Background: an optimization exercise with open tools, aiming at small area. Do not read the settings as production practice.
In this exercise RTL edits were held to simulation tests only and were not proved equivalent to the original.
No activity file was given, so power comes from the tool's default toggle rates.

===== run.sh =====
#!/bin/bash
# synth_recipe.tcl (not shown) runs the flow's synth.tcl, then flattens the netlist and writes it again
# the make line also repeats each setting of config.mk as NAME=value (left out here)
make -C /OpenROAD-flow-scripts/flow DESIGN_CONFIG=/design/flow/config.mk WORK_HOME=/design/flow/orfs CLKGATE_MAP_FILE= SYNTH_SCRIPT=/design/flow/synth_recipe.tcl finish

===== config.mk =====
export PLATFORM = sky130hd
export DESIGN_NAME = sequencer
export DESIGN_NICKNAME = sequencer
export VERILOG_FILES = /design/flow/design.v
export SDC_FILE = /design/flow/constraint.sdc
export NUM_CORES = 4
export LEC_CHECK = 0
export ABC_AREA = 1
export CAP_MARGIN = 20
export CORE_AREA = 10 10 190 190
export CTS_BUF_LIST = sky130_fd_sc_hd__clkbuf_8
export CTS_CLUSTER_DIAMETER = 60
export CTS_CLUSTER_SIZE = 15
export DIE_AREA = 0 0 200 200
export SLEW_MARGIN = 20

===== constraint.sdc =====
create_clock -name core_clock -period 10.0 [get_ports {CLK100MHZ}]
set_input_delay 2.0000 -clock core_clock [delete_from_list [all_inputs] [get_ports {CLK100MHZ}]]
set_output_delay 2.0000 -clock core_clock [all_outputs]
set_load 0.01 [all_outputs]

===== design.v =====
module disp_dec(input logic [2:0] sel, input logic [3:0] hi, input logic [4:0] lo, output logic [7:0] seg);
  wire new_n21, new_n22, new_n23, new_n24, new_n25, new_n26, new_n27, new_n28, new_n29, new_n30, new_n31, new_n32, new_n33, new_n34, new_n35, new_n36, new_n37, new_n38, new_n39, new_n40, new_n41, new_n42, new_n43, new_n44, new_n45, new_n46, new_n47, new_n48, new_n49, new_n50, new_n51, new_n52, new_n53, new_n54, new_n55, new_n56, new_n57, new_n58, new_n59, new_n60, new_n61, new_n62, new_n63, new_n64, new_n65, new_n66, new_n67, new_n68, new_n69, new_n70, new_n71, new_n72, new_n73, new_n74, new_n75, new_n76, new_n77, new_n78, new_n79, new_n80, new_n81, new_n82, new_n83, new_n84, new_n85, new_n86, new_n87, new_n88, new_n89, new_n90, new_n91, new_n92, new_n93, new_n94, new_n95, new_n96, new_n97, new_n98, new_n100, new_n101, new_n102, new_n103, new_n104, new_n105, new_n106, new_n107, new_n108, new_n109, new_n110, new_n111, new_n112, new_n113, new_n114, new_n115, new_n116, new_n117, new_n118, new_n119, new_n120, new_n121, new_n122, new_n123, new_n124, new_n125, new_n126, new_n127, new_n128, new_n129, new_n130, new_n131, new_n132, new_n133, new_n134, new_n135, new_n136, new_n137, new_n138, new_n139, new_n140, new_n141, new_n142, new_n143, new_n144, new_n145, new_n146, new_n147, new_n148, new_n149, new_n150, new_n151, new_n153, new_n154, new_n155, new_n156, new_n157, new_n158, new_n159, new_n160, new_n161, new_n162, new_n163, new_n164, new_n165, new_n166, new_n167, new_n168, new_n169, new_n170, new_n171, new_n172, new_n173, new_n174, new_n175, new_n176, new_n177, new_n178, new_n179, new_n180, new_n181, new_n182, new_n183, new_n184, new_n185, new_n187, new_n188, new_n189, new_n190, new_n191, new_n192, new_n193, new_n194, new_n195, new_n196, new_n197, new_n198, new_n199, new_n200, new_n201, new_n202, new_n203, new_n204, new_n205, new_n206, new_n207, new_n208, new_n210, new_n211, new_n212, new_n213, new_n214, new_n215, new_n216, new_n217, new_n218, new_n219, new_n220, new_n221, new_n222, new_n223, new_n224, new_n225, new_n226, new_n227, new_n228, new_n229, new_n230, new_n231, new_n232, new_n233, new_n234, new_n235, new_n236, new_n237, new_n238, new_n239, new_n240, new_n241, new_n242, new_n244, new_n245, new_n246, new_n247, new_n248, new_n249, new_n250, new_n251, new_n252, new_n253, new_n254, new_n255, new_n256, new_n257, new_n258, new_n259, new_n260, new_n261, new_n262, new_n263, new_n264, new_n266, new_n267, new_n268, new_n269, new_n270, new_n271, new_n272, new_n273, new_n274, new_n275, new_n276, new_n277, new_n278, new_n279, new_n280, new_n281, new_n282, new_n283, new_n284, new_n285, new_n286, new_n287, new_n288, new_n289, new_n290, new_n291, new_n292, new_n293, new_n294, new_n295, new_n296, new_n298, new_n299, new_n300, new_n301, new_n302, new_n303;
  assign new_n21 = ~sel[2] & ~lo[4];
  assign new_n22 = ~lo[2] & new_n21;
  assign new_n23 = ~lo[1] & new_n22;
  assign new_n24 = lo[3] & new_n21;
  assign new_n25 = lo[0] & new_n24;
  assign new_n26 = ~new_n23 & ~new_n25;
  assign new_n27 = ~sel[0] & ~new_n26;
  assign new_n28 = ~sel[2] & ~lo[2];
  assign new_n29 = ~sel[0] & new_n21;
  assign new_n30 = ~new_n28 & ~new_n29;
  assign new_n31 = ~lo[0] & ~lo[1];
  assign new_n32 = ~lo[3] & new_n31;
  assign new_n33 = ~new_n30 & new_n32;
  assign new_n34 = ~sel[2] & lo[4];
  assign new_n35 = ~lo[0] & lo[1];
  assign new_n36 = lo[3] & new_n35;
  assign new_n37 = ~lo[2] & ~new_n36;
  assign new_n38 = ~lo[1] & lo[3];
  assign new_n39 = lo[0] & new_n38;
  assign new_n40 = lo[2] & ~new_n39;
  assign new_n41 = new_n34 & ~new_n37;
  assign new_n42 = ~new_n40 & new_n41;
  assign new_n43 = ~new_n27 & ~new_n33;
  assign new_n44 = ~new_n42 & new_n43;
  assign new_n45 = sel[2] & hi[1];
  assign new_n46 = hi[0] & new_n45;
  assign new_n47 = ~sel[0] & sel[1];
  assign new_n48 = hi[2] & new_n47;
  assign new_n49 = new_n46 & new_n48;
  assign new_n50 = lo[3] & ~new_n31;
  assign new_n51 = sel[0] & ~sel[1];
  assign new_n52 = ~sel[2] & new_n51;
  assign new_n53 = ~new_n50 & new_n52;
  assign new_n54 = ~hi[0] & new_n45;
  assign new_n55 = ~new_n47 & ~new_n51;
  assign new_n56 = new_n54 & new_n55;
  assign new_n57 = ~sel[2] & lo[2];
  assign new_n58 = lo[1] & ~lo[3];
  assign new_n59 = sel[0] & new_n57;
  assign new_n60 = new_n58 & new_n59;
  assign new_n61 = lo[2] & new_n21;
  assign new_n62 = lo[1] & lo[3];
  assign new_n63 = lo[0] & new_n62;
  assign new_n64 = new_n61 & new_n63;
  assign new_n65 = ~sel[0] & ~sel[1];
  assign new_n66 = ~sel[2] & new_n65;
  assign new_n67 = sel[2] & hi[3];
  assign new_n68 = ~new_n21 & ~new_n67;
  assign new_n69 = ~new_n66 & new_n68;
  assign new_n70 = ~new_n64 & ~new_n69;
  assign new_n71 = new_n57 & new_n65;
  assign new_n72 = ~lo[4] & new_n62;
  assign new_n73 = new_n71 & new_n72;
  assign new_n74 = new_n70 & ~new_n73;
  assign new_n75 = lo[0] & new_n58;
  assign new_n76 = ~new_n51 & ~new_n75;
  assign new_n77 = new_n28 & ~new_n76;
  assign new_n78 = ~lo[3] & new_n35;
  assign new_n79 = new_n61 & new_n78;
  assign new_n80 = ~sel[1] & ~hi[2];
  assign new_n81 = new_n45 & new_n80;
  assign new_n82 = sel[2] & ~hi[1];
  assign new_n83 = sel[0] & sel[1];
  assign new_n84 = ~sel[0] & ~hi[2];
  assign new_n85 = sel[1] & ~hi[0];
  assign new_n86 = sel[0] & hi[2];
  assign new_n87 = ~new_n84 & ~new_n85;
  assign new_n88 = ~new_n86 & new_n87;
  assign new_n89 = new_n82 & ~new_n83;
  assign new_n90 = ~new_n88 & new_n89;
  assign new_n91 = ~new_n49 & ~new_n81;
  assign new_n92 = ~new_n53 & ~new_n56;
  assign new_n93 = ~new_n60 & ~new_n79;
  assign new_n94 = new_n92 & new_n93;
  assign new_n95 = ~new_n77 & new_n91;
  assign new_n96 = ~new_n90 & new_n95;
  assign new_n97 = new_n74 & new_n94;
  assign new_n98 = new_n96 & new_n97;
  assign seg[0] = new_n44 & new_n98;
  assign new_n100 = ~hi[2] & new_n67;
  assign new_n101 = hi[1] & new_n100;
  assign new_n102 = hi[2] & new_n67;
  assign new_n103 = ~hi[0] & new_n102;
  assign new_n104 = ~new_n101 & ~new_n103;
  assign new_n105 = new_n83 & ~new_n104;
  assign new_n106 = new_n38 & new_n51;
  assign new_n107 = ~lo[0] & new_n38;
  assign new_n108 = ~sel[1] & new_n107;
  assign new_n109 = ~new_n106 & ~new_n108;
  assign new_n110 = new_n57 & ~new_n109;
  assign new_n111 = lo[0] & new_n23;
  assign new_n112 = ~lo[3] & new_n83;
  assign new_n113 = new_n111 & new_n112;
  assign new_n114 = new_n22 & new_n35;
  assign new_n115 = lo[0] & ~lo[3];
  assign new_n116 = new_n61 & new_n115;
  assign new_n117 = ~new_n114 & ~new_n116;
  assign new_n118 = ~sel[1] & ~new_n117;
  assign new_n119 = new_n85 & new_n101;
  assign new_n120 = ~sel[0] & lo[1];
  assign new_n121 = ~new_n50 & ~new_n120;
  assign new_n122 = ~sel[0] & new_n62;
  assign new_n123 = ~sel[1] & new_n34;
  assign new_n124 = ~new_n122 & new_n123;
  assign new_n125 = ~new_n121 & new_n124;
  assign new_n126 = ~new_n119 & ~new_n125;
  assign new_n127 = new_n36 & new_n52;
  assign new_n128 = new_n34 & new_n65;
  assign new_n129 = ~lo[2] & new_n128;
  assign new_n130 = hi[1] & new_n65;
  assign new_n131 = new_n102 & new_n130;
  assign new_n132 = hi[0] & new_n67;
  assign new_n133 = sel[1] & ~hi[1];
  assign new_n134 = sel[0] & ~hi[2];
  assign new_n135 = new_n133 & ~new_n134;
  assign new_n136 = new_n132 & new_n135;
  assign new_n137 = new_n22 & new_n78;
  assign new_n138 = sel[0] & new_n137;
  assign new_n139 = new_n36 & new_n47;
  assign new_n140 = lo[1] & new_n112;
  assign new_n141 = ~new_n139 & ~new_n140;
  assign new_n142 = new_n61 & ~new_n141;
  assign new_n143 = ~new_n127 & ~new_n129;
  assign new_n144 = ~new_n131 & ~new_n136;
  assign new_n145 = new_n143 & new_n144;
  assign new_n146 = ~new_n138 & new_n145;
  assign new_n147 = ~new_n105 & ~new_n110;
  assign new_n148 = ~new_n113 & ~new_n118;
  assign new_n149 = new_n126 & ~new_n142;
  assign new_n150 = new_n148 & new_n149;
  assign new_n151 = new_n146 & new_n147;
  assign seg[1] = ~new_n150 | ~new_n151;
  assign new_n153 = lo[0] & ~lo[2];
  assign new_n154 = new_n34 & ~new_n153;
  assign new_n155 = ~new_n103 & ~new_n154;
  assign new_n156 = new_n65 & ~new_n155;
  assign new_n157 = new_n21 & ~new_n141;
  assign new_n158 = sel[1] & ~lo[0];
  assign new_n159 = new_n61 & new_n158;
  assign new_n160 = lo[2] & new_n34;
  assign new_n161 = ~sel[1] & new_n160;
  assign new_n162 = ~new_n159 & ~new_n161;
  assign new_n163 = lo[3] & ~new_n162;
  assign new_n164 = ~hi[1] & new_n100;
  assign new_n165 = new_n38 & new_n61;
  assign new_n166 = ~new_n164 & ~new_n165;
  assign new_n167 = sel[0] & ~new_n166;
  assign new_n168 = ~new_n65 & new_n137;
  assign new_n169 = lo[0] & ~new_n38;
  assign new_n170 = new_n21 & new_n83;
  assign new_n171 = new_n169 & new_n170;
  assign new_n172 = ~new_n127 & ~new_n171;
  assign new_n173 = ~lo[2] & ~new_n172;
  assign new_n174 = ~new_n55 & new_n116;
  assign new_n175 = hi[0] & new_n133;
  assign new_n176 = hi[2] & new_n83;
  assign new_n177 = ~new_n175 & ~new_n176;
  assign new_n178 = new_n67 & ~new_n177;
  assign new_n179 = ~new_n168 & ~new_n174;
  assign new_n180 = ~new_n178 & new_n179;
  assign new_n181 = new_n126 & ~new_n156;
  assign new_n182 = ~new_n157 & ~new_n163;
  assign new_n183 = ~new_n167 & ~new_n173;
  assign new_n184 = new_n182 & new_n183;
  assign new_n185 = new_n180 & new_n181;
  assign seg[2] = ~new_n184 | ~new_n185;
  assign new_n187 = ~new_n65 & ~new_n84;
  assign new_n188 = ~hi[0] & ~new_n187;
  assign new_n189 = ~new_n176 & ~new_n188;
  assign new_n190 = new_n82 & ~new_n189;
  assign new_n191 = ~sel[0] & new_n57;
  assign new_n192 = new_n78 & new_n191;
  assign new_n193 = ~sel[1] & new_n21;
  assign new_n194 = sel[2] & ~hi[2];
  assign new_n195 = new_n65 & new_n194;
  assign new_n196 = ~sel[0] & ~new_n75;
  assign new_n197 = sel[0] & ~new_n35;
  assign new_n198 = new_n28 & ~new_n197;
  assign new_n199 = ~new_n196 & new_n198;
  assign new_n200 = new_n46 & ~new_n86;
  assign new_n201 = new_n55 & new_n200;
  assign new_n202 = ~new_n193 & ~new_n195;
  assign new_n203 = ~new_n192 & new_n202;
  assign new_n204 = new_n70 & new_n203;
  assign new_n205 = ~new_n111 & ~new_n199;
  assign new_n206 = ~new_n201 & new_n205;
  assign new_n207 = ~new_n190 & new_n204;
  assign new_n208 = new_n206 & new_n207;
  assign seg[3] = new_n44 & new_n208;
  assign new_n210 = ~new_n47 & new_n114;
  assign new_n211 = ~hi[1] & new_n102;
  assign new_n212 = ~sel[1] & ~hi[0];
  assign new_n213 = sel[0] & ~new_n212;
  assign new_n214 = ~new_n65 & new_n67;
  assign new_n215 = ~new_n213 & new_n214;
  assign new_n216 = ~lo[4] & new_n127;
  assign new_n217 = lo[2] & new_n38;
  assign new_n218 = lo[0] & ~new_n58;
  assign new_n219 = new_n128 & new_n218;
  assign new_n220 = ~new_n217 & new_n219;
  assign new_n221 = hi[0] & new_n102;
  assign new_n222 = ~sel[1] & new_n221;
  assign new_n223 = new_n22 & new_n83;
  assign new_n224 = lo[3] & new_n223;
  assign new_n225 = ~new_n71 & ~new_n170;
  assign new_n226 = new_n115 & ~new_n225;
  assign new_n227 = new_n104 & ~new_n116;
  assign new_n228 = sel[0] & ~new_n227;
  assign new_n229 = new_n39 & new_n47;
  assign new_n230 = ~new_n47 & new_n107;
  assign new_n231 = ~new_n106 & ~new_n112;
  assign new_n232 = ~new_n229 & new_n231;
  assign new_n233 = ~new_n230 & new_n232;
  assign new_n234 = new_n61 & ~new_n233;
  assign new_n235 = ~new_n211 & ~new_n215;
  assign new_n236 = ~new_n210 & new_n235;
  assign new_n237 = ~new_n216 & ~new_n220;
  assign new_n238 = ~new_n222 & ~new_n224;
  assign new_n239 = ~new_n226 & new_n238;
  assign new_n240 = new_n236 & new_n237;
  assign new_n241 = new_n239 & new_n240;
  assign new_n242 = ~new_n228 & ~new_n234;
  assign seg[4] = ~new_n241 | ~new_n242;
  assign new_n244 = ~new_n25 & ~new_n194;
  assign new_n245 = new_n65 & ~new_n244;
  assign new_n246 = new_n21 & ~new_n83;
  assign new_n247 = ~new_n35 & new_n246;
  assign new_n248 = new_n34 & ~new_n38;
  assign new_n249 = ~new_n58 & new_n248;
  assign new_n250 = ~new_n247 & ~new_n249;
  assign new_n251 = ~lo[2] & ~new_n250;
  assign new_n252 = new_n54 & new_n176;
  assign new_n253 = ~new_n28 & ~new_n246;
  assign new_n254 = new_n32 & ~new_n253;
  assign new_n255 = new_n57 & new_n140;
  assign new_n256 = new_n107 & new_n160;
  assign new_n257 = ~new_n34 & ~new_n57;
  assign new_n258 = new_n78 & ~new_n257;
  assign new_n259 = ~new_n252 & ~new_n256;
  assign new_n260 = ~new_n258 & new_n259;
  assign new_n261 = ~new_n254 & ~new_n255;
  assign new_n262 = new_n260 & new_n261;
  assign new_n263 = new_n74 & ~new_n245;
  assign new_n264 = ~new_n251 & new_n263;
  assign seg[5] = new_n262 & new_n264;
  assign new_n266 = hi[1] & new_n51;
  assign new_n267 = new_n103 & ~new_n266;
  assign new_n268 = lo[2] & ~new_n58;
  assign new_n269 = ~new_n169 & ~new_n268;
  assign new_n270 = new_n128 & ~new_n269;
  assign new_n271 = ~new_n39 & ~new_n58;
  assign new_n272 = new_n170 & ~new_n271;
  assign new_n273 = ~new_n83 & new_n116;
  assign new_n274 = new_n61 & ~new_n83;
  assign new_n275 = ~new_n128 & ~new_n274;
  assign new_n276 = new_n107 & ~new_n275;
  assign new_n277 = new_n28 & new_n65;
  assign new_n278 = new_n78 & new_n277;
  assign new_n279 = sel[1] & new_n35;
  assign new_n280 = new_n24 & new_n279;
  assign new_n281 = hi[1] & new_n47;
  assign new_n282 = new_n132 & new_n281;
  assign new_n283 = new_n164 & new_n213;
  assign new_n284 = ~new_n133 & new_n221;
  assign new_n285 = ~new_n38 & ~new_n115;
  assign new_n286 = new_n223 & ~new_n285;
  assign new_n287 = ~new_n114 & ~new_n278;
  assign new_n288 = ~new_n280 & ~new_n282;
  assign new_n289 = new_n287 & new_n288;
  assign new_n290 = ~new_n267 & ~new_n270;
  assign new_n291 = ~new_n272 & ~new_n273;
  assign new_n292 = ~new_n283 & ~new_n284;
  assign new_n293 = ~new_n286 & new_n292;
  assign new_n294 = new_n290 & new_n291;
  assign new_n295 = ~new_n276 & new_n289;
  assign new_n296 = new_n294 & new_n295;
  assign seg[6] = ~new_n293 | ~new_n296;
  assign new_n298 = ~lo[2] & new_n31;
  assign new_n299 = lo[3] & ~new_n298;
  assign new_n300 = sel[0] & ~new_n299;
  assign new_n301 = ~sel[1] & ~new_n300;
  assign new_n302 = new_n34 & ~new_n301;
  assign new_n303 = new_n65 & new_n100;
  assign seg[7] = new_n302 | new_n303;
endmodule
module sequencer(
    input  logic CLK100MHZ,
    input  logic rst,
    input  logic BTNU, BTND, BTNL, BTNR, BTNC, CPU_RESETN,
    input  logic SW15,SW14,SW13,SW12,SW11,SW10,SW9,SW8,SW7,SW6,SW5,SW4,SW3,SW2,SW1,SW0,
    output logic [15:0] LED,
    output logic LED16_R,
    output logic LED17_R, LED17_G, LED17_B,
    output logic [7:0] AN,
    output logic DP,CG,CF,CE,CD,CC,CB,CA,
    output logic AUD_PWM,
    output logic AUD_SD
);
localparam logic PLAY = 1'b0, STOP = 1'b1;
localparam logic [1:0] STEP = 2'd0, SETTING_NAME = 2'd1, SETTING_VALUE = 2'd2;
localparam logic [2:0] SIGNAL = 3'd0, NOTE = 3'd5;
localparam logic[7:0] A_SSEG = 8'h77, B_SSEG = 8'h7C, C_SSEG = 8'h39, D_SSEG = 8'h5E,
                      E_SSEG = 8'h79, F_SSEG = 8'h71, G_SSEG = 8'h3D, H_SSEG = 8'h76,
                      I_SSEG = 8'h30, K_SSEG = 8'h75, N_SSEG = 8'h37, L_SSEG = 8'h38,
                      O_SSEG = 8'h3F, P_SSEG = 8'h73, Q_SSEG = 8'h6F, R_SSEG = 8'h33,
                      S_SSEG = 8'h6D, T_SSEG = 8'h78, U_SSEG = 8'h3E, V_SSEG = 8'h3E,
                      Y_SSEG = 8'h6E, DP_SSEG = 8'h80;
localparam logic[7:0] ZERO_SSEG = 8'h3F, ONE_SSEG = 8'h06, TWO_SSEG = 8'h5B, THREE_SSEG = 8'h4F,
                      FOUR_SSEG = 8'h66, FIVE_SSEG = 8'h6D, SIX_SSEG = 8'h7D, SEVEN_SSEG = 8'h07,
                      EIGHT_SSEG = 8'h7F, NINE_SSEG = 8'h6F;
logic meta, reset;
always_ff @(posedge CLK100MHZ) begin
  meta  <= rst;
  reset <= rst | meta;
end
logic [7:0] refresh;
wire [7:0] refreshInc;
ha_chain #(8) u_refresh(.a(refresh), .ci(1'b1), .s(refreshInc), .co());
always_ff @(posedge CLK100MHZ)
  if (rst) refresh <= 8'd0;
  else     refresh <= refreshInc;
wire tick0 = (refresh[3:0] == 4'd0);    
wire tick9 = (refresh[3:0] == 4'd9);    
wire [5:0] btn_in = {CPU_RESETN, BTNC, BTNR, BTNL, BTND, BTNU};
logic [5:0] db;
logic [1:0] wcnt [0:5];
logic [5:0] dn;
logic [5:0] pulse;
genvar gb;
generate
  for (gb = 0; gb < 6; gb = gb + 1) begin : g_btn
    wire d  = (btn_in[gb] ^ db[gb]) & ~rst;
    wire c1 = wcnt[gb][1];
    wire c0 = wcnt[gb][0];
    always_ff @(posedge CLK100MHZ) begin
      wcnt[gb][1] <= d & (c1 ^ (tick0 & c0));
      wcnt[gb][0] <= d & (~(c1 | c0) | (c0 ^ tick0));
      db[gb]      <= ~rst & (db[gb] ^ (d & tick0 & c1 & c0));
    end
    always_ff @(posedge CLK100MHZ)
      if (tick0) dn[gb] <= ~db[gb];
    assign pulse[gb] = db[gb] & dn[gb] & tick9;
  end
endgenerate
wire UP = pulse[0], DOWN = pulse[1], LEFT = pulse[2], RIGHT = pulse[3];
wire CENTER = pulse[4], RESET = pulse[5];
logic playState, playStateNext;
always_ff @(posedge CLK100MHZ) begin
  if (rst) begin
    playState     <= STOP;
    playStateNext <= STOP;
    LED16_R       <= 1'b1;
  end
  else begin
    playState <= RESET ? STOP : playStateNext;
    if (CENTER) playStateNext <= ~playState;
    LED16_R <= playState;
  end
end
wire playing = (playState == PLAY);
localparam logic [11:0] TEMPO_LAST = 12'd105;     
localparam logic [11:0] TEMPO_2    = 12'd2;       
localparam logic [12:0] BLINK_LAST = 13'd5664;    
logic [11:0] tempoCnt;
logic [12:0] blinkCnt;
wire tempoTick  = (tempoCnt == TEMPO_LAST);
wire tempoTick3 = (tempoCnt == TEMPO_2);    
wire blinkTick  = (blinkCnt == BLINK_LAST);
always_ff @(posedge CLK100MHZ) begin
  if (reset || tempoTick) tempoCnt <= 12'd0;
  else tempoCnt <= {tempoCnt[10:0], ~(tempoCnt[11] ^ tempoCnt[5] ^ tempoCnt[3] ^ tempoCnt[0])};
  if (reset || blinkTick) blinkCnt <= 13'd0;
  else blinkCnt <= {blinkCnt[11:0], ~(blinkCnt[12] ^ blinkCnt[2])};
end
logic [3:0] audioStepState;
wire [3:0] audioStepInc;
ha_chain #(4) u_astep(.a(audioStepState), .ci(tempoTick & playing), .s(audioStepInc), .co());
always_ff @(posedge CLK100MHZ)
  if (rst) audioStepState <= 4'd0;
  else     audioStepState <= audioStepInc;
logic [3:0] menuStepState;
logic [2:0] menuHorizontalState;
logic [1:0] menuVerticalState;
logic [15:0] sigArr;      
wire inValue = (menuVerticalState == SETTING_VALUE);
logic [4:0] curNote;      
wire noteWr = inValue && (menuHorizontalState == NOTE) && (LEFT ^ RIGHT);
wire [4:0] noteT = curNote ^ {5{~RIGHT}};
wire [4:0] noteU;
ha_chain #(5) u_note(.a(noteT), .ci(1'b1), .s(noteU), .co());
wire [4:0] noteNew = noteU ^ {5{~RIGHT}};
wire inStep = (menuVerticalState == STEP);
wire stepDec = inStep & LEFT;
wire [3:0] stepT = menuStepState ^ {4{stepDec}};
wire [3:0] stepU;
ha_chain #(4) u_step(.a(stepT), .ci(inStep & (LEFT | RIGHT)), .s(stepU), .co());
wire [3:0] stepNext = stepU ^ {4{stepDec}};
wire sigTgl = inValue && (menuHorizontalState == SIGNAL) && (UP ^ DOWN);
function automatic logic [2:0] hNext(input logic [2:0] h);
  if (h == 3'd2)      hNext = 3'd4;
  else if (h == 3'd4) hNext = 3'd6;
  else if (h == 3'd6) hNext = 3'd1;
  else if (h == 3'd1) hNext = 3'd3;
  else if (h == 3'd3) hNext = 3'd0;
  else if (h == 3'd0) hNext = 3'd5;
  else                hNext = 3'd2;
endfunction
function automatic logic [2:0] hPrev(input logic [2:0] h);
  if (h == 3'd4)      hPrev = 3'd2;
  else if (h == 3'd6) hPrev = 3'd4;
  else if (h == 3'd1) hPrev = 3'd6;
  else if (h == 3'd3) hPrev = 3'd1;
  else if (h == 3'd0) hPrev = 3'd3;
  else if (h == 3'd5) hPrev = 3'd0;
  else                hPrev = 3'd5;
endfunction
always_ff @(posedge CLK100MHZ) begin
  if (rst) begin
    menuStepState       <= 4'd0;
    menuHorizontalState <= NOTE;
    menuVerticalState   <= STEP;
  end
  else begin
    menuStepState <= stepNext;
    case (menuVerticalState)
      STEP: begin
        if (DOWN) menuVerticalState <= SETTING_NAME;
      end
      SETTING_NAME: begin
        if (DOWN)    menuVerticalState <= SETTING_VALUE;
        else if (UP) menuVerticalState <= STEP;
        if (RIGHT)     menuHorizontalState <= hNext(menuHorizontalState);
        else if (LEFT) menuHorizontalState <= hPrev(menuHorizontalState);
      end
      default: begin
        if (UP) menuVerticalState <= SETTING_NAME;
      end
    endcase
  end
end
genvar gs;
generate
  for (gs = 0; gs < 16; gs = gs + 1) begin : g_step
    always_ff @(posedge CLK100MHZ)
      if (rst) sigArr[gs] <= gs[0];
      else if (sigTgl && (4'd15 - menuStepState) == gs) sigArr[gs] <= ~sigArr[gs];
  end
endgenerate
logic [4:0] ring [0:15];
logic curNoteValid;
logic ringClr;
logic [4:0] audNote;
wire [3:0] ringStep = refresh[3:0];
wire hitM = (ringStep == menuStepState);
wire hitA = (ringStep == audioStepState);
wire [4:0] ringOut = ringClr ? 5'd3 : ring[0];
wire ownM = hitM & curNoteValid;
wire [4:0] ringIn = ownM ? (noteWr ? noteNew : curNote) : ringOut;
wire stepMove = inStep & (LEFT | RIGHT);
always_ff @(posedge CLK100MHZ) begin
  for (int k = 0; k < 15; k = k + 1) ring[k] <= ring[k+1];
  ring[15] <= ringIn;
end
always_ff @(posedge CLK100MHZ) begin
  if (rst) begin
    ringClr      <= 1'b1;
    curNote      <= 5'd3;
    curNoteValid <= 1'b1;
    audNote      <= 5'd3;
  end
  else begin
    if (ringStep == 4'd15) ringClr <= 1'b0;
    if (noteWr) curNote <= noteNew;
    else if (hitM & ~curNoteValid) curNote <= ringOut;
    if (stepMove) curNoteValid <= 1'b0;
    else if (hitM) curNoteValid <= 1'b1;
    if (hitA) audNote <= ringIn;
    else if (noteWr && menuStepState == audioStepState) audNote <= noteNew;
  end
end
logic [3:0] dispHi;
logic [4:0] dispLo;
always_ff @(posedge CLK100MHZ) begin
  if (rst) begin
    dispHi <= 4'd0;
    dispLo <= 5'd0;
  end
  else begin
    case (menuVerticalState)
      STEP: begin
        dispHi <= 4'd15;
        dispLo <= {1'b1, menuStepState};
      end
      SETTING_NAME: begin
        dispHi <= {1'b1, menuHorizontalState};
        dispLo <= 5'd0;
      end
      default: begin
        if (menuHorizontalState == NOTE) begin
          if (curNote < 5'd12) dispLo <= curNote + 5'd1;
        end
        else if (menuHorizontalState == SIGNAL)
          dispLo <= sigArr[menuStepState] ? 5'd14 : 5'd13;
      end
    endcase
  end
end
logic [2:0] sel;
logic [7:0] seg;
assign sel = refresh[7:5];
disp_dec u_dec(.sel(sel), .hi(dispHi), .lo(dispLo), .seg(seg));
assign AN = ~(8'd1 << sel);
assign {DP,CG,CF,CE,CD,CC,CB,CA} = ~seg;
always_ff @(posedge CLK100MHZ)
  LED <= {SW15,SW14,SW13,SW12,SW11,SW10,SW9,SW8,SW7,SW6,SW5,SW4,SW3,SW2,SW1,SW0};
always_ff @(posedge CLK100MHZ) begin
  if (rst) begin
    LED17_R <= 1'b0;
    LED17_G <= 1'b0;
    LED17_B <= 1'b0;
  end
  else if (blinkTick) begin
    if (playing) begin
      LED17_R <= ~LED17_G;
      LED17_G <= ~LED17_B;
      LED17_B <= LED17_G;
    end
    else begin
      LED17_R <= 1'b0;
      LED17_G <= 1'b0;
      LED17_B <= 1'b0;
    end
  end
end
function automatic logic [18:0] fccwOf(input logic [3:0] c);
  fccwOf = 19'd0;
  if (c == 4'd0) fccwOf = 19'd4724;
  else if (c == 4'd1) fccwOf = 19'd5005;
  else if (c == 4'd2) fccwOf = 19'd5303;
  else if (c == 4'd3) fccwOf = 19'd5618;
  else if (c == 4'd4) fccwOf = 19'd5952;
  else if (c == 4'd5) fccwOf = 19'd6306;
  else if (c == 4'd6) fccwOf = 19'd6681;
  else if (c == 4'd7) fccwOf = 19'd7079;
  else if (c == 4'd8) fccwOf = 19'd7500;
  else if (c == 4'd9) fccwOf = 19'd7946;
  else if (c == 4'd10) fccwOf = 19'd8418;
  else if (c == 4'd11) fccwOf = 19'd8919;
  else if (c == 4'd15) fccwOf = 19'd514724;
endfunction
logic [3:0] fcode;       
logic [3:0] fcodeLag;    
always_ff @(posedge CLK100MHZ) begin
  if (rst) begin
    fcode    <= 4'd14;
    fcodeLag <= 4'd14;
  end
  else begin
    if (tempoTick)
      fcode <= LED[4'd15 - audioStepState] ? ((audNote < 5'd12) ? audNote[3:0] : 4'd12) : 4'd15;
    if (tempoTick3)
      fcodeLag <= fcode;
  end
end
wire soundOn = ~(fcode[3] & fcode[2] & fcode[1]);
logic [18:0] phaseLo;
logic [10:0] phaseHi;
logic phaseCy;
wire [18:0] phaseLoSum;
wire [10:0] phaseHiSum;
wire phaseLoCo;
fa_chain #(19) u_phlo(.a(phaseLo), .b(fccwOf(fcodeLag)), .ci(1'b0), .s(phaseLoSum), .co(phaseLoCo));
ha_chain #(11) u_phhi(.a(phaseHi), .ci(phaseCy), .s(phaseHiSum), .co());
always_ff @(posedge CLK100MHZ) begin
  phaseCy <= phaseLoCo;
  if (reset) begin
    phaseLo <= 19'd0;
    phaseHi <= 11'd0;
  end
  else begin
    phaseLo <= phaseLoSum;
    phaseHi <= phaseHiSum;
  end
end
logic [2:0] sigDly, enDly;
always_ff @(posedge CLK100MHZ) begin
  sigDly <= {sigDly[1:0], sigArr[audioStepState]};
  enDly  <= {enDly[1] , enDly[0] & ~reset, soundOn & playing};
end
function automatic logic [14:0] qsin(input logic [6:0] j);
  case (j)
    7'd0: qsin = 15'd0;
    7'd1: qsin = 15'd706;
    7'd2: qsin = 15'd1413;
    7'd3: qsin = 15'd2119;
    7'd4: qsin = 15'd2823;
    7'd5: qsin = 15'd3525;
    7'd6: qsin = 15'd4225;
    7'd7: qsin = 15'd4923;
    7'd8: qsin = 15'd5618;
    7'd9: qsin = 15'd6310;
    7'd10: qsin = 15'd6997;
    7'd11: qsin = 15'd7681;
    7'd12: qsin = 15'd8360;
    7'd13: qsin = 15'd9034;
    7'd14: qsin = 15'd9702;
    7'd15: qsin = 15'd10364;
    7'd16: qsin = 15'd11021;
    7'd17: qsin = 15'd11670;
    7'd18: qsin = 15'd12313;
    7'd19: qsin = 15'd12948;
    7'd20: qsin = 15'd13576;
    7'd21: qsin = 15'd14195;
    7'd22: qsin = 15'd14806;
    7'd23: qsin = 15'd15408;
    7'd24: qsin = 15'd16000;
    7'd25: qsin = 15'd16583;
    7'd26: qsin = 15'd17156;
    7'd27: qsin = 15'd17718;
    7'd28: qsin = 15'd18270;
    7'd29: qsin = 15'd18811;
    7'd30: qsin = 15'd19341;
    7'd31: qsin = 15'd19858;
    7'd32: qsin = 15'd20364;
    7'd33: qsin = 15'd20858;
    7'd34: qsin = 15'd21338;
    7'd35: qsin = 15'd21807;
    7'd36: qsin = 15'd22262;
    7'd37: qsin = 15'd22704;
    7'd38: qsin = 15'd23132;
    7'd39: qsin = 15'd23546;
    7'd40: qsin = 15'd23946;
    7'd41: qsin = 15'd24331;
    7'd42: qsin = 15'd24702;
    7'd43: qsin = 15'd25058;
    7'd44: qsin = 15'd25399;
    7'd45: qsin = 15'd25724;
    7'd46: qsin = 15'd26034;
    7'd47: qsin = 15'd26329;
    7'd48: qsin = 15'd26608;
    7'd49: qsin = 15'd26869;
    7'd50: qsin = 15'd27116;
    7'd51: qsin = 15'd27346;
    7'd52: qsin = 15'd27559;
    7'd53: qsin = 15'd27756;
    7'd54: qsin = 15'd27936;
    7'd55: qsin = 15'd28100;
    7'd56: qsin = 15'd28246;
    7'd57: qsin = 15'd28376;
    7'd58: qsin = 15'd28487;
    7'd59: qsin = 15'd28583;
    7'd60: qsin = 15'd28661;
    7'd61: qsin = 15'd28721;
    7'd62: qsin = 15'd28765;
    7'd63: qsin = 15'd28791;
    7'd64: qsin = 15'd28799;
    default: qsin = 15'd0;
  endcase
endfunction
wire [7:0] addr = phaseHi[10:3];
wire [6:0] qidx = addr[6] ? (7'd64 - {1'b0, addr[5:0]}) : {1'b0, addr[5:0]};
wire [14:0] mag = sigDly[2] ? 15'd4394 : qsin(qidx);
wire zeroPt = ~sigDly[2] & (addr == 8'd128);
wire en = enDly[2] & ~zeroPt;
wire [15:0] dacIn = {~(en & addr[7]), en ? (mag ^ {15{addr[7]}}) : 15'd0};
logic [16:0] acc;
wire [15:0] accSum;
wire accCo;
fa_chain #(16) u_acc(.a(acc[15:0]), .b(dacIn), .ci(1'b0), .s(accSum), .co(accCo));
always_ff @(posedge CLK100MHZ)
  if (reset) acc <= 17'd0;
  else       acc <= {accCo, accSum};
assign AUD_PWM = acc[16];
assign AUD_SD  = 1'b1;
endmodule
module ha_chain #(parameter W = 8) (
  input  logic [W-1:0] a,
  input  logic ci,
  output logic [W-1:0] s,
  output logic co
);
  logic [W:0] c;
  assign c[0] = ci;
  genvar i;
  generate
    for (i = 0; i < W; i = i + 1) begin : g
      assign s[i]   = a[i] ^ c[i];
      assign c[i+1] = a[i] & c[i];
    end
  endgenerate
  assign co = c[W];
endmodule
module fa_chain #(parameter W = 8) (
  input  logic [W-1:0] a,
  input  logic [W-1:0] b,
  input  logic ci,
  output logic [W-1:0] s,
  output logic co
);
  logic [W:0] c;
  assign c[0] = ci;
  genvar i;
  generate
    for (i = 0; i < W; i = i + 1) begin : g
      assign s[i]   = a[i] ^ b[i] ^ c[i];
      assign c[i+1] = (a[i] & b[i]) | (c[i] & (a[i] ^ b[i]));
    end
  endgenerate
  assign co = c[W];
endmodule

==> impl_metrics.toml, run 1 <==
[synthesis]
synth_area_per_cell_um2 = 7.66
yosys.area_share.simple = 0.233
yosys_most_used_dff = "dfxtp_1"
synth_top_family_by_area = "simple AND/OR/NAND/NOR gates"
synth.cell_area_mm2 = 0.0133
synth_nets = 1842
yosysWarnings = 3
synth_mux_area_frac = 0.00227
ys_seq_area_frac = 0.417
ys_ff_latch = 273
synthAdderAreaFrac = 0.101
synth-compound-area-share = 0.127
async_flop_share = 0
synth_edf_count = 6
netlist-cell-type-count = 57
syn_inst = 1731
synth_xor_area_frac = 0.0192

[routing]
wl_per_cell_um = 14.9
routed_wl_um = 33000
viasPerCell = 5.10
drc = 0
vias = 11300
dr.first_iter.drc_count = 1061
ant_nets = 0
drt_first_pass_iters = 5

[power_and_ir_drop]
power_density_mw_per_mm2 = 127
switching_share = 0.233
p_leak_nw = 6.10
seq_power_share = 0.610
pwr-share-clk = 0.338
power_switching_mw = 0.432
ir_drop_v = 0.0000920
p_int_mw = 1.42
pwr-share-comb = 0.052

[placed_design]
gp_congestion = 0.971
place_inst = 2175
dp_hpwl_um = 24300
io_buffers = 60

[min_path]
hold_end = "ring[5][2]"
holdCritPathClass = "reg2reg"
worst_hold_path.num_cells = 0
hp-start = "ring[6][2]"

[cts]
cts_tree = "done"
clock_sinks = 273
cts_max_level = 1
postCtsSetupRepairBufs = 0
clockBufferDepth = 3
clk_latency_ns = 0.55
root_buffer = "clkbuf_8"
hold_buffers = 0
numCtsBuffers = 24
clk_pin_slew_ns = 0.09

[setup_path]
crit_family = "adder cells"
critPathCaptureType = "flip-flop"
timing.critical_path.mode_cell = "fa_1"
crit_required_ns = 10.41
critical_path_peak_fanout = 12
cp-start-kind = "flip-flop"
rr_worst_depth = 37
r2r_slack_ns = 0.65
crit_slowest_cell = "fa_1"
arrival_ns = 9.76
worst-path-buf-inv = 6
criticalPathCategory = "reg2reg"
rr_startpoint = "phaseHi[3]"
crit_path_max_incr_delay_ns = 0.44
r2r-end = "acc[15]"

[cells_and_area]
nets = 1877
finalNonFillerCells = 2211
multi_input_area_mm2 = 0.00640
drive_gt1_frac = 0.0484
seq_area_mm2 = 0.00553
nFillCells = 3181
diodes = 0
syn_to_final_growth_pct = 10.2

[global_route]
grt_pass1_vias = 10800
antenna_found_initial = 0
grt_start_max_net_pins = 49
grt_overflow_total = 0
track_usage = 0.166
grt_pass1_wl_um = 54900

[sta]
hold_violations = 0
tightest_slew_ns = 0.855
fin_crit_ns = 9.35
slew_viol_final = 0
relSlewSlack = 0.430
rsz0062_at_grt = "false"
min_period_over_period = 0.935
fmax_ghz = 0.107
whs_ns = 0.325
fin_setup_tns_ns = 0
setup_violations = 0
fin_skew_ns = 0.0244

[outcome]
status = "finished clean"

[floorplan]
dieArea_mm2 = 0.0400
die-width_um = 200
ios = 62
die_h_um = 200
start_util = 0.417
core_mm2 = 0.0318
rows = 65

[run]
cap_viol_max_count = 0
-- routing by layer --
| metal | vias to the layer above | track usage | wire length, um | share of wire |
|---|---|---|---|---|
| li1 | 5653 | - | - | - |
| met1 | 5179 | 0.225 | 15600 | 0.47 |
| met2 | 365 | 0.262 | 14500 | 0.44 |
| met3 | 72 | 0.0260 | 1960 | 0.060 |
| met4 | 0 | 0.0595 | 940 | 0.028 |
| met5 | - | 0 | 0 | 0 |
-- synthesized netlist by cell type, types with 6 or more instances --
cell type | count | share of area
xnor2_1 | 16 | 0.011
xor2_1 | 13 | 0.0086
dfxtp_1 | 267 | 0.40
clkbuf_1 | 30 | 0.0085
o22ai_1 | 15 | 0.0071
buf_4 | 7 | 0.0040
a221oi_1 | 7 | 0.0046
nand2_1 | 288 | 0.082
buf_2 | 14 | 0.0053
nor2_1 | 204 | 0.058
nor4_1 | 6 | 0.0028
edfxtp_1 | 6 | 0.014
fa_1 | 33 | 0.050
nand2_2 | 8 | 0.0038
o21ai_1 | 17 | 0.0064
nor3_1 | 26 | 0.0098
inv_1 | 257 | 0.073
ha_1 | 54 | 0.051
a31oi_1 | 6 | 0.0028
inv_2 | 8 | 0.0023
a211oi_1 | 8 | 0.0045
nand3_1 | 136 | 0.051
o211ai_1 | 16 | 0.0091
o21ai_0 | 103 | 0.039
nand4_1 | 17 | 0.0080
a21oi_1 | 99 | 0.037
-- power by group through the flow --
stage,combinational [mW],clock (mW),sequential [mW]
final,0.0966,0.627,1.13
after global routing,0.111,0.692,1.14
after CTS,0.0978,0.654,1.13
after detailed placement,0.0975,0,1.16
after global placement,0.0962,0,1.16
after floorplan,0.0618,0,1.15
-- worst max path at each step --
stage / start / to / depth (start not counted)
after CTS: phaseHi[3] / acc[15] / 37
after detailed placement: phaseHi[3] / acc[15] / 37
after floorplan: phaseHi[3] / acc[15] / 37
after global placement: phaseHi[3] / acc[15] / 37
after global routing: phaseHi[3] / acc[15] / 37
final: phaseHi[3] / acc[15] / 37
-- sequential cells by signal, indices dropped and copies added, names as in the netlist, 5 cells and up --
| signal | flops |
|---|---|
| acc | 17 |
| blinkCnt | 13 |
| audNote | 5 |
| refresh | 8 |
| phaseHi | 11 |
| ring | 80 |
| tempoCnt | 12 |
| sigArr | 16 |
| wcnt | 12 |
| db | 6 |
| curNote | 5 |
| dispLo | 5 |
| LED | 16 |
| phaseLo | 19 |
| dn | 6 |
-- what timing repair did --
item	in CTS	in global routing
resized for setup	0	1
endpoints found under the setup margin	0	1
endpoints found under the hold margin	0	0
-- cell families after synthesis --
| family | after synthesis |
|---|---|
| AO/OA/AOI/OAI | 296 |
| other | 1 |
| buffers and inverters | 330 |
| multiplexers | 3 |
| AND/OR/NAND/NOR | 712 |
| XOR/XNOR | 29 |
| flip-flops | 273 |
| adder cells (fa/ha/maj) | 87 |
-- metrics by stage --
step	setup WS (ns)	power (mW)	area, um^2	utilization
final	0.653	1.86	14600	0.459
after global routing	0.00948	1.94	14600	0.459
after CTS	0.489	1.88	14600	0.459
after detailed placement	0.479	1.25	14200	0.445
after global placement	0.647	1.25	14200	0.445
after floorplan	1.28	1.21	13300	-
-- cell type report --
class                   instances  share of cell area
clock inverters                10             0.00617
inverters                     271              0.0700
flip-flops and latches        273               0.379
multi-input cells            1128               0.439
repair buffers                 68              0.0449
clock buffers                  26              0.0245
well taps                     435              0.0373
-- cells in the final DEF, fill, tap and decap left out, types with 8 or more instances in the layout --
master	count
nand2_2	8
fa_1	33
a21oi_1	99
o22ai_1	15
xor2_1	13
nor3_1	26
nand4_1	17
a211oi_1	8
ha_1	54
nand2_1	288
o21ai_0	103
o21ai_1	17
inv_2	8
nor2_1	204
o211ai_1	16
inv_1	260
nand3_1	136
dfxtp_1	265
xnor2_1	16
clkdlybuf4s50_1	59
clkbuf_8	26
buf_4	8
==> run 2: changes to the inputs <==
==> flow/run.sh (new file) <==
#!/bin/bash
# Own layout flow: the standard flow (standard.sh, which runs the standard synthesis and
# ORFS's make targets) with two changes:
# - the port buffers are sky130_fd_sc_hd__buf_1 (buffer_ports would pick a larger cell);
# - clock tree synthesis uses the standard arguments, clkbuf_8 buffers, clusters of at most
#   15 sinks, and no dummy loads.
# Everything else (floorplan, power grid, placement, routing) is the standard flow.
set -euo pipefail
bash standard.sh \
  "BUFFER_PORTS_ARGS=-buffer_cell sky130_fd_sc_hd__buf_1" \
  "CTS_ARGS=-sink_clustering_enable -repair_clock_nets -dont_use_dummy_load -sink_clustering_size 15 -sink_clustering_max_diameter 60 -buf_list sky130_fd_sc_hd__clkbuf_8" \
  finish > make_finish.log 2>&1
==> standard.sh (new file) <==
#!/bin/bash
# synth_recipe.tcl (not shown) runs the flow's synth.tcl, then flattens the netlist and writes it again
# the make line also repeats each setting of config.mk as NAME=value (left out here)
make -C /OpenROAD-flow-scripts/flow DESIGN_CONFIG=/design/flow/config.mk WORK_HOME=/design/flow/orfs CLKGATE_MAP_FILE= SYNTH_SCRIPT=/design/flow/synth_recipe.tcl "${@:-finish}"
removed: run.sh
==> run 2 against run 1 <==
Against the previous run:
- still clean on timing, DRC and antenna
- sequential power barely moved
- maximum frequency rose by 0.82%
- final cell count fell by 0.27%
- setup slack improved by 0.076 ns
- clock power fell by 11%
- synthesized cell count did not move
- critical path type unchanged
- critical endpoint unchanged
- largest cell class unchanged
==> impl_metrics.toml, run 2 <==
[cells_and_area]
diodes = 0
regMostFlops = "ring"
mostFrequentLayoutCells = "288 x nand2_1, 266 x dfxtp_1, 257 x inv_1"
nets = 1883
syn_to_final_growth_pct = 6.91
drive_gt1_frac = 0.0469
final_common_cell = "nand2_1"
largestRegisters = "ring: 80 flops, phaseLo: 19 flops, acc: 17 flops"
largest_reg_flops = 80

[cts]
clk_pin_slew_ns = 0.09
root_buffer = "clkbuf_8"
clock_sinks = 273
clk_latency_ns = 0.57
clockBufferDepth = 3
cts_max_level = 1
cts_tree = "done"
numCtsBuffers = 25

[power_and_ir_drop]
seq_power_share = 0.638
power_mw = 1.77
switching_share = 0.230
p_leak_nw = 5.91
p_int_mw = 1.37
power_density_mw_per_mm2 = 125
ir_drop_v = 0.0000868
pwr-share-clk = 0.314
power_switching_mw = 0.408
pwr-share-comb = 0.049

[global_route]
grt_pass1_wl_um = 54600
antenna_found_initial = 0
grt_overflow_total = 0
grt_start_max_net_pins = 49
grt_pass1_vias = 10600
track_usage = 0.166

[routing]
viasPerCell = 5.09
wl_per_cell_um = 14.9
drc = 0
dr.first_iter.drc_count = 915
ant_nets = 0
drt_first_pass_iters = 5
routed_wl_um = 33000
vias = 11200

[placed_design]
io_buffers = 60
gp_congestion = 0.941
dp_hpwl_um = 24200

[setup_path]
crit_path_max_incr_delay_ns = 0.47
cp-start-kind = "flip-flop"
crit_required_ns = 10.40
startpoint = "phaseHi[3]"
crit_slowest_cell = "dfxtp_1"
criticalPathCategory = "reg2reg"
timing.critical_path.mode_cell = "fa_1"
critical_path_peak_fanout = 12
rr_startpoint = "phaseHi[3]"
critPathCaptureType = "flip-flop"
arrival_ns = 9.67

[synthesis]
synth_nets = 1842
synth_common_cells = "288 x nand2_1, 267 x dfxtp_1, 257 x inv_1"
yosysWarnings = 3
synth_area_per_cell_um2 = 7.66
netlist-cell-type-count = 57
ys_seq_area_frac = 0.417
synth_edf_count = 6
yosys.area.top_type = "dfxtp_1"
synth.most_common_cell = "nand2_1"
async_flop_share = 0
synth.cell_area_mm2 = 0.0133
yosys_most_used_dff = "dfxtp_1"
syn_inst = 1731
synth_area_leaders = "dfxtp_1 40%, nand2_1 8.2%, inv_1 7.3%"
yosysTopAreaCellShare = 0.403
ys_ff_latch = 273

[floorplan]
die-width_um = 200
die_h_um = 200
core_mm2 = 0.0318
rows = 65
start_util = 0.417
ios = 62
dieArea_mm2 = 0.0400

[min_path]
hp-start = "ring[15][1]"
holdCritPathClass = "reg2reg"

[sta]
fin_setup_tns_ns = 0
tightest_slew_ns = 0.951
fin_skew_ns = 0.0946
fmax_ghz = 0.108
min_period_over_period = 0.927
setup_violations = 0
fin_crit_ns = 9.27
hold_violations = 0
relSlewSlack = 0.366
slew_viol_final = 0
whs_ns = 0.294
rsz0062_at_grt = "false"

[run]
cap_viol_max_count = 0

[outcome]
status = "finished clean"
run 2: cell count changes in the layout (fill, tap and decap cells not counted), moves of 2 or more:
| cell | change |
|---|---|
| buf_4 | +5 |
| inv_1 | -3 |
| buf_1 | +59 |
| clkinvlp_4 | -2 |
| clkdlybuf4s50_1 | -59 |
run 2: kinds of logic (layout without fill, tap and decap cells):
family          count (synthesis)  after routing  synth area share
simple gates                  712            712             0.233
buf+inv                       330            369             0.100
compound gates                296            296             0.127
flops                         273            273             0.417
fa+ha+maj                      87             87             0.101
xor+xnor                       29             29            0.0192
mux                             3              3           0.00227
other cells                     1              1          0.000283
run 2: cell type report:
| cell class | instances | area, um^2 |
|---|---|---|
| fillers | 3260 | 17600 |
| multi-input cells | 1128 | 6410 |
| flip-flops and latches | 273 | 5530 |
| inverters | 271 | 1020 |
| well taps | 435 | 544 |
| clock buffers | 25 | 344 |
| repair buffers | 73 | 324 |
run 2: worst paths after layout:
check / to / slack (ns) / cells past startpoint
worst min register to register: ring[14][1] / 0.29 / 0
worst min-delay path: ring[14][1] / 0.29 / 0
worst max-delay path: acc[15] / 0.73 / 37
worst max register to register: acc[15] / 0.73 / 37
run 2: stage by stage:
step	utilization	cell area (um^2)	setup slack, ns	std cells
CTS	0.445	14200	0.586	2205
global placement	0.435	13800	0.683	2180
finish	0.446	14200	0.728	2205
floorplan	-	13300	1.28	1731
global route	0.446	14200	0.00785	2205
detailed placement	0.435	13800	0.622	2180
run 2: metal layers:
| layer | routed length, um | track usage |
|---|---|---|
| met3 | 1690 | 0.0184 |
| met2 | 14500 | 0.261 |
| met5 | 0 | 0 |
| met4 | 748 | 0.0488 |
| met1 | 16000 | 0.234 |
run 2: timing repair:
action | in CTS | in global routing
hold buffers | 0 | 0
endpoints found under the hold margin | 0 | 0
setup endpoints to repair | 0 | 1
buffers inserted | 0 | 0
resized for setup | 0 | 1
run 2: power by group through the flow:
stage | clock (mW) | sequential, mW | combinational, mW
finish | 0.556 | 1.13 | 0.0862
CTS | 0.582 | 1.13 | 0.0875
global placement | 0 | 1.16 | 0.0859
detailed placement | 0 | 1.16 | 0.0869
global route | 0.621 | 1.14 | 0.100
floorplan | 0 | 1.15 | 0.0618
run 2: critical path: cells and delay by family (launching register included):
kind | cells | cell delay, ns
AOI/OAI and AO/OA | 1 | 0.20
adders and majority gates | 18 | 6.76
buffers and inverters | 6 | 0.60
DFF | 1 | 0.47
and+or+nand+nor | 12 | 1.12
==> run 3: changes to the inputs <==
--- a/design.v
+++ b/design.v
@@ -363,3 +363,2 @@
 localparam logic [11:0] TEMPO_LAST = 12'd105;     
-localparam logic [11:0] TEMPO_2    = 12'd2;       
 localparam logic [12:0] BLINK_LAST = 13'd5664;    
@@ -368,3 +367,2 @@
 wire tempoTick  = (tempoCnt == TEMPO_LAST);
-wire tempoTick3 = (tempoCnt == TEMPO_2);    
 wire blinkTick  = (blinkCnt == BLINK_LAST);
@@ -553,15 +551,6 @@
 logic [3:0] fcode;       
-logic [3:0] fcodeLag;    
-always_ff @(posedge CLK100MHZ) begin
-  if (rst) begin
-    fcode    <= 4'd14;
-    fcodeLag <= 4'd14;
-  end
-  else begin
-    if (tempoTick)
-      fcode <= LED[4'd15 - audioStepState] ? ((audNote < 5'd12) ? audNote[3:0] : 4'd12) : 4'd15;
-    if (tempoTick3)
-      fcodeLag <= fcode;
-  end
-end
+always_ff @(posedge CLK100MHZ)
+  if (rst) fcode <= 4'd14;
+  else if (tempoTick)
+    fcode <= LED[4'd15 - audioStepState] ? ((audNote < 5'd12) ? audNote[3:0] : 4'd12) : 4'd15;
 wire soundOn = ~(fcode[3] & fcode[2] & fcode[1]);
@@ -569,3 +558,3 @@
 logic [10:0] phaseHi;
-logic phaseCy;
+logic [3:0] phaseCy;
 wire [18:0] phaseLoSum;
@@ -573,8 +562,8 @@
 wire phaseLoCo;
-fa_chain #(19) u_phlo(.a(phaseLo), .b(fccwOf(fcodeLag)), .ci(1'b0), .s(phaseLoSum), .co(phaseLoCo));
-ha_chain #(11) u_phhi(.a(phaseHi), .ci(phaseCy), .s(phaseHiSum), .co());
+fa_chain #(19) u_phlo(.a(phaseLo), .b(fccwOf(fcode)), .ci(1'b0), .s(phaseLoSum), .co(phaseLoCo));
+ha_chain #(11) u_phhi(.a(phaseHi), .ci(phaseCy[3]), .s(phaseHiSum), .co());
 always_ff @(posedge CLK100MHZ) begin
-  phaseCy <= phaseLoCo;
   if (reset) begin
     phaseLo <= 19'd0;
+    phaseCy <= 4'd0;
     phaseHi <= 11'd0;
@@ -583,2 +572,3 @@
     phaseLo <= phaseLoSum;
+    phaseCy <= {phaseCy[2:0], phaseLoCo};
     phaseHi <= phaseHiSum;
==> run 3 against run 2 <==
Against the previous run:
- still clean
- synthesized cell count is 1.8% lower
- utilization is 0.65 points lower
- clock-buffer cell count is 1 lower
- first-iteration DRC count is 9.8% higher
- sequential share of layout area is 0.44 points higher
- critical path depth stayed put
- die area stayed put
- setup slack worse by 0.078 ns
- combinational power is 14% lower
- global-route usage is 0.70 points lower
- largest cell class unchanged
==> impl_metrics.toml, run 3 <==
[outcome]
status = "finished clean"

[sta]
fin_crit_ns = 9.35
fin_skew_ns = 0.0776
tightest_slew_ns = 0.953
relSlewSlack = 0.365
fin_ws_ns = 0.650
hold_violations = 0
setup_violations = 0
fmax_ghz = 0.107
min_period_over_period = 0.935
slew_viol_final = 0
rsz0062_at_grt = "false"
fin_setup_tns_ns = 0

[synthesis]
yosys.area.top_type = "dfxtp_1"
netlist-cell-type-count = 60
synth_edf_count = 6
yosys_most_used_dff = "dfxtp_1"
ys_ff_latch = 272
ys_seq_area_frac = 0.419
syn_inst = 1700
synth_area_leaders = "dfxtp_1 41%, nand2_1 7.3%, inv_1 6.9%"
yosysWarnings = 3
synth_area_per_cell_um2 = 7.73
synth_common_cells = "266 x dfxtp_1, 254 x nand2_1, 241 x inv_1"
synth.most_common_cell = "dfxtp_1"
synth_nets = 1811
async_flop_share = 0
yosysTopAreaCellShare = 0.405
synth.cell_area_mm2 = 0.0131

[power_and_ir_drop]
ir_drop_v = 0.000123
p_leak_nw = 5.64
power_density_mw_per_mm2 = 125
power_mw = 1.74

[floorplan]
core_mm2 = 0.0318
die_h_um = 200
start_util = 0.413
ios = 62
rows = 65
die-width_um = 200
dieArea_mm2 = 0.0400

[global_route]
track_usage = 0.159
antenna_found_initial = 0
grt_start_max_net_pins = 53
grt_overflow_total = 0
grt_pass1_vias = 10500
grt_pass1_wl_um = 52700

[cts]
clk_latency_ns = 0.59
cts_max_level = 1
clockBufferDepth = 3
cts_tree = "done"
hold_buffers = 0
numCtsBuffers = 24
root_buffer = "clkbuf_8"
clk_pin_slew_ns = 0.08
clock_sinks = 272

[routing]
drc = 0
routed_wl_um = 31600
drt_first_pass_iters = 6
viasPerCell = 5.08
vias = 11000
ant_nets = 0
wl_per_cell_um = 14.6
dr.first_iter.drc_count = 1005

[setup_path]
critPathCaptureType = "flip-flop"
criticalPathCategory = "reg2reg"
arrival_ns = 9.73
critical_path_peak_fanout = 10
cp-start-kind = "flip-flop"
crit_required_ns = 10.38
worst-path-buf-inv = 6
crit_family = "adder cells"
crit_path_max_incr_delay_ns = 0.43
crit_slowest_cell = "fa_1"
timing.critical_path.mode_cell = "fa_1"

[placed_design]
dp_slack_ns = 0.486
io_buffers = 60
gp_congestion = 0.908
dp_hpwl_um = 23300

[cells_and_area]
nets = 1842
largestRegisters = "ring: 80 flops, phaseLo: 19 flops, acc: 17 flops"
diodes = 0
syn_to_final_growth_pct = 6.26
final_common_cell = "dfxtp_1"
final_util = 0.439
regMostFlops = "ring"
mostFrequentLayoutCells = "264 x dfxtp_1, 254 x nand2_1, 241 x inv_1"
nFillCells = 3283
largest_reg_flops = 80
drive_gt1_frac = 0.0440

[run]
cap_viol_max_count = 0

[min_path]
holdCritPathClass = "reg2reg"
[run 3: per-layer routing]
layer  track usage  wire length, um
met1         0.215            15000
met2         0.259            14300
met3        0.0224             1600
met4        0.0449              694
met5             0                0
[run 3: layout make-up]
cell class	instances	area, um^2	area share
inverter	251	943	0.0676
sequential	272	5510	0.394
multi-input combinational	1113	6340	0.454
tap	435	544	0.0390
clock buffer	24	330	0.0237
timing repair buffer	69	294	0.0211
[run 3: repair_timing]
item	in CTS	in global routing
resized for setup	0	1
endpoints found under the setup margin	0	1
buffers inserted	0	0
hold endpoints to repair	0	0
[run 3: final timing paths]
kind              startpoint          to  slack (ns)  cells past startpoint
hold reg to reg   ring[2][2]  ring[1][2]        0.26                      0
hold / removal    ring[2][2]  ring[1][2]        0.26                      0
setup / recovery  phaseHi[3]     acc[15]        0.65                     37
setup reg to reg  phaseHi[3]     acc[15]        0.65                     37
[run 3: kinds of logic after synthesis]
group | Yosys count | share of synthesized area
xor gates and xnor gates | 29 | 0.0193
and+or+nand+nor | 685 | 0.227
buffers and inverters | 315 | 0.0983
adders and majority gates | 87 | 0.102
other | 1 | 0.000285
DFF | 272 | 0.419
AOI/OAI and AO/OA | 311 | 0.134
[run 3: report_power, final]
| part | switching (mW) | internal (mW) | total (mW) |
|---|---|---|---|
| registers | 0.0132 | 1.11 | 1.12 |
| logic | 0.0520 | 0.0224 | 0.0744 |
| clock network | 0.332 | 0.214 | 0.546 |
| total | 0.398 | 1.35 | 1.74 |
[run 3: per-stage QoR]
stage	std cells	instance area, um^2	hold slack [ns]
2_1_floorplan	1700	13100	0.310
3_3_place_gp	2140	13600	0.311
3_5_place_dp	2140	13600	0.312
4_1_cts	2164	14000	0.263
5_1_grt	2164	14000	0.273
6_report	2164	14000	0.265
==> run 4: changes to the inputs <==
==> flow/run.sh (replaced) <==
#!/bin/bash
# Own layout flow: the standard flow (standard.sh: the standard synthesis script and ORFS's
# make targets) with three changes:
# - ABC maps the combinational logic for area (dch -f; map -a) instead of ORFS's area script
#   (dch; map -B 0.9; buffer).  It runs after the flip-flops are mapped, so the registers,
#   their names and cells are the standard synthesis's.
# - the port buffers are sky130_fd_sc_hd__buf_1 (buffer_ports would pick a larger cell);
# - clock tree synthesis uses the standard arguments, clkbuf_8 buffers, clusters of at most
#   15 sinks, and no dummy loads.
# Every tool's output goes to the ORFS logs under orfs/logs and to make_finish.log here.
set -euo pipefail
work=$(pwd)
rm -rf "$work/scripts_local"
cp -r "$FLOW_HOME/scripts" "$work/scripts_local"
printf 'strash\ndch -f\nmap -a\ntopo\nstime -c\nupsize -c\ndnsize -c\n' > "$work/scripts_local/abc_area.script"
bash standard.sh \
  "SCRIPTS_DIR=$work/scripts_local" \
  "BUFFER_PORTS_ARGS=-buffer_cell sky130_fd_sc_hd__buf_1" \
  "CTS_ARGS=-sink_clustering_enable -repair_clock_nets -dont_use_dummy_load -sink_clustering_size 15 -sink_clustering_max_diameter 60 -buf_list sky130_fd_sc_hd__clkbuf_8" \
  finish > make_finish.log 2>&1
==> run 4 against run 3 <==
Against the previous run:
- critical path depth is 5 lower
- die area stayed put
- utilization is 0.49 points lower
- still clean on timing, DRC and antenna
- critical path type unchanged
- register-to-register slack worse by 0.08 ns
- cell area is 1.1% lower
- combinational power is 8.1% higher
- global-route usage is 0.082 points higher
- sequential cell count stayed put
- maximum frequency is 0.90% lower
- final cell count is 2.8% lower
==> impl_metrics.toml, run 4 <==
[global_route]
grt_overflow_total = 0
antenna_found_initial = 0
grt_start_max_net_pins = 56
track_usage = 0.160
grt_pass1_vias = 10400
grt_pass1_wl_um = 53000

[sta]
fin_setup_tns_ns = 0
slew_viol_final = 0
fin_crit_ns = 9.43
fmax_ghz = 0.106
setup_violations = 0
relSlewSlack = 0.340
rsz0062_at_grt = "false"
tightest_slew_ns = 0.990
hold_violations = 0
min_period_over_period = 0.943
fin_skew_ns = 0.0365

[cells_and_area]
nFillCells = 3255
fin_area_mm2 = 0.0138
drive_gt1_frac = 0.0528
nets = 1781
largest_reg_flops = 80
largestRegisters = "ring: 80 flops, phaseLo: 19 flops, acc: 17 flops"
regMostFlops = "ring"
finalNonFillerCells = 2103
diodes = 0
final_util = 0.434
mostFrequentLayoutCells = "265 x dfxtp_1, 265 x nor2_1, 231 x clkinv_1"
syn_to_final_growth_pct = 9.42

[setup_path]
r2r_slack_ns = 0.57
cp-start-kind = "flip-flop"
crit_family = "adder cells"
startpoint = "phaseHi[4]"
rr_worst_depth = 32
critical_path_peak_fanout = 5
critPathCaptureType = "flip-flop"
criticalPathCategory = "reg2reg"
path_depth = 32
worst-path-buf-inv = 4
crit_slowest_cell = "fa_1"
crit_required_ns = 10.38
crit_path_max_incr_delay_ns = 0.43
rr_startpoint = "phaseHi[4]"
r2r-end = "acc[15]"
cp-endpoint = "acc[15]"
arrival_ns = 9.82
timing.critical_path.mode_cell = "fa_1"

[power_and_ir_drop]
ir_drop_v = 0.000103
power_mw = 1.80
power_density_mw_per_mm2 = 131
p_leak_nw = 4.94

[floorplan]
die-width_um = 200
die_h_um = 200
dieArea_mm2 = 0.0400
rows = 65
core_mm2 = 0.0318
ios = 62
start_util = 0.397

[cts]
clk_pin_slew_ns = 0.09
hold_buffers = 0
cts_max_level = 1
cts_resized = 0
numCtsBuffers = 26
clk_latency_ns = 0.56
clock_sinks = 272
root_buffer = "clkbuf_8"
cts_tree = "done"
postCtsSetupRepairBufs = 0
clockBufferDepth = 3

[synthesis]
ys_ff_latch = 272
yosysTopAreaCellShare = 0.422
synth_area_leaders = "dfxtp_1 42%, nor2_1 7.9%, clkinv_1 6.9%"
yosys.area.top_type = "dfxtp_1"
synth.cell_area_mm2 = 0.0126
synth_area_per_cell_um2 = 8.01
synth_nets = 1686
synth_edf_count = 6
synth_common_cells = "266 x dfxtp_1, 266 x nor2_1, 231 x clkinv_1"
async_flop_share = 0
syn_inst = 1575
yosysWarnings = 3
yosys_most_used_dff = "dfxtp_1"
ys_seq_area_frac = 0.436
netlist-cell-type-count = 55

[routing]
vias = 10900
ant_nets = 0
wl_per_cell_um = 15.2
drc = 0
routed_wl_um = 32000
dr.first_iter.drc_count = 876
viasPerCell = 5.21
drt_first_pass_iters = 6

[placed_design]
dpl-instance-area_mm2 = 0.0134
dp_hpwl_um = 23700
io_buffers = 60
gp_congestion = 0.930
place_inst = 2077

[min_path]
holdCritPathClass = "reg2reg"

[outcome]
status = "finished clean"

[run]
cap_viol_max_count = 0
-- run 4: worst register-to-register path: cells and delay by family, from the launching register on --
family,cells,cell delay [ns]
and+or+nand+nor,4,0.63
adders and majority gates,18,6.89
AOI/OAI and AO/OA,6,1.03
DFF,1,0.42
buffers and inverters,4,0.30
-- run 4: power by group --
| group | leakage (nW) | internal, mW | switching, mW |
|---|---|---|---|
| registers | 2.21 | 1.13 | 0.0220 |
| logic | 2.54 | 0.0252 | 0.0552 |
| clock network | 0.187 | 0.231 | 0.337 |
-- run 4: layer usage --
| metal | global-route usage | share of wire |
|---|---|---|
| met1 | 0.218 | 0.47 |
| met2 | 0.256 | 0.44 |
| met3 | 0.0199 | 0.057 |
| met4 | 0.0513 | 0.029 |
| met5 | 0 | 0 |
-- run 4: how the worst min path moves through the flow --
stage,from,endpoint,cells after the start
after floorplan,enDly[1],enDly[2],0
after global placement,ring[8][1],ring[7][1],0
after detailed placement,ring[1][4],ring[0][4],0
after CTS,ring[10][0],ring[9][0],0
after global routing,ring[15][0],ring[14][0],0
final,ring[10][0],ring[9][0],0
-- run 4: final cells by class --
cell class / instances / area (um^2) / area share
clock buffer: 26 / 358 / 0.0259
inverter: 252 / 966 / 0.0700
tap: 435 / 544 / 0.0394
timing repair buffer: 68 / 287 / 0.0208
sequential: 272 / 5510 / 0.399
multi-input combinational: 1050 / 6150 / 0.445
-- run 4: through the flow --
| stage | worst slack (ns) | hold slack [ns] |
|---|---|---|
| after detailed placement | 0.268 | 0.312 |
| final | 0.565 | 0.315 |
| after floorplan | 0.503 | 0.310 |
| after global placement | 0.465 | 0.310 |
| after CTS | 0.240 | 0.318 |
| after global routing | 0.0334 | 0.316 |
-- run 4: logic make-up after synthesis --
logic type      after synthesis  share of synthesized area
flops                       272                      0.436
fa+ha+maj                    87                      0.106
xor+xnor                     22                     0.0168
simple gates                565                      0.192
buf+inv                     253                     0.0771
compound gates              374                      0.171
mux                           1                   0.000793
other cells                   1                   0.000297

-- afterwards: timing with drivers on the ports --
No port has a modelled driver above. Below, the same layouts with a new extraction and two added sets of constraints. Step 1 sets driving cells, clkbuf_16 on the clock port and buf_2 on the other inputs (assumed; they add their load-dependent delay and slew). Step 2 adds t to the input delays and takes it off the output delays; t is the mean of the earliest and latest rising clock arrival at the registers after step 1. Input paths then give back, and output paths get back, about the clock's delay inside the block. Slacks: ideal ports / drivers / drivers and shift; pairs: ideal ports / drivers.
run	shift t [ns]	slack for setup (ns)	worst register clock-pin slew, ns	worst data-port slew with drivers (ns)
run 1	0.584	0.653 / 0.653 / 0.653	0.10 / 0.10	0.04
run 2	0.571	0.728 / 0.728 / 0.728	0.09 / 0.09	0.04
run 3	0.581	0.650 / 0.650 / 0.650	0.10 / 0.10	0.04
run 4	0.580	0.565 / 0.565 / 0.565	0.09 / 0.09	0.05
After both steps setup and hold are still met in every run listed.
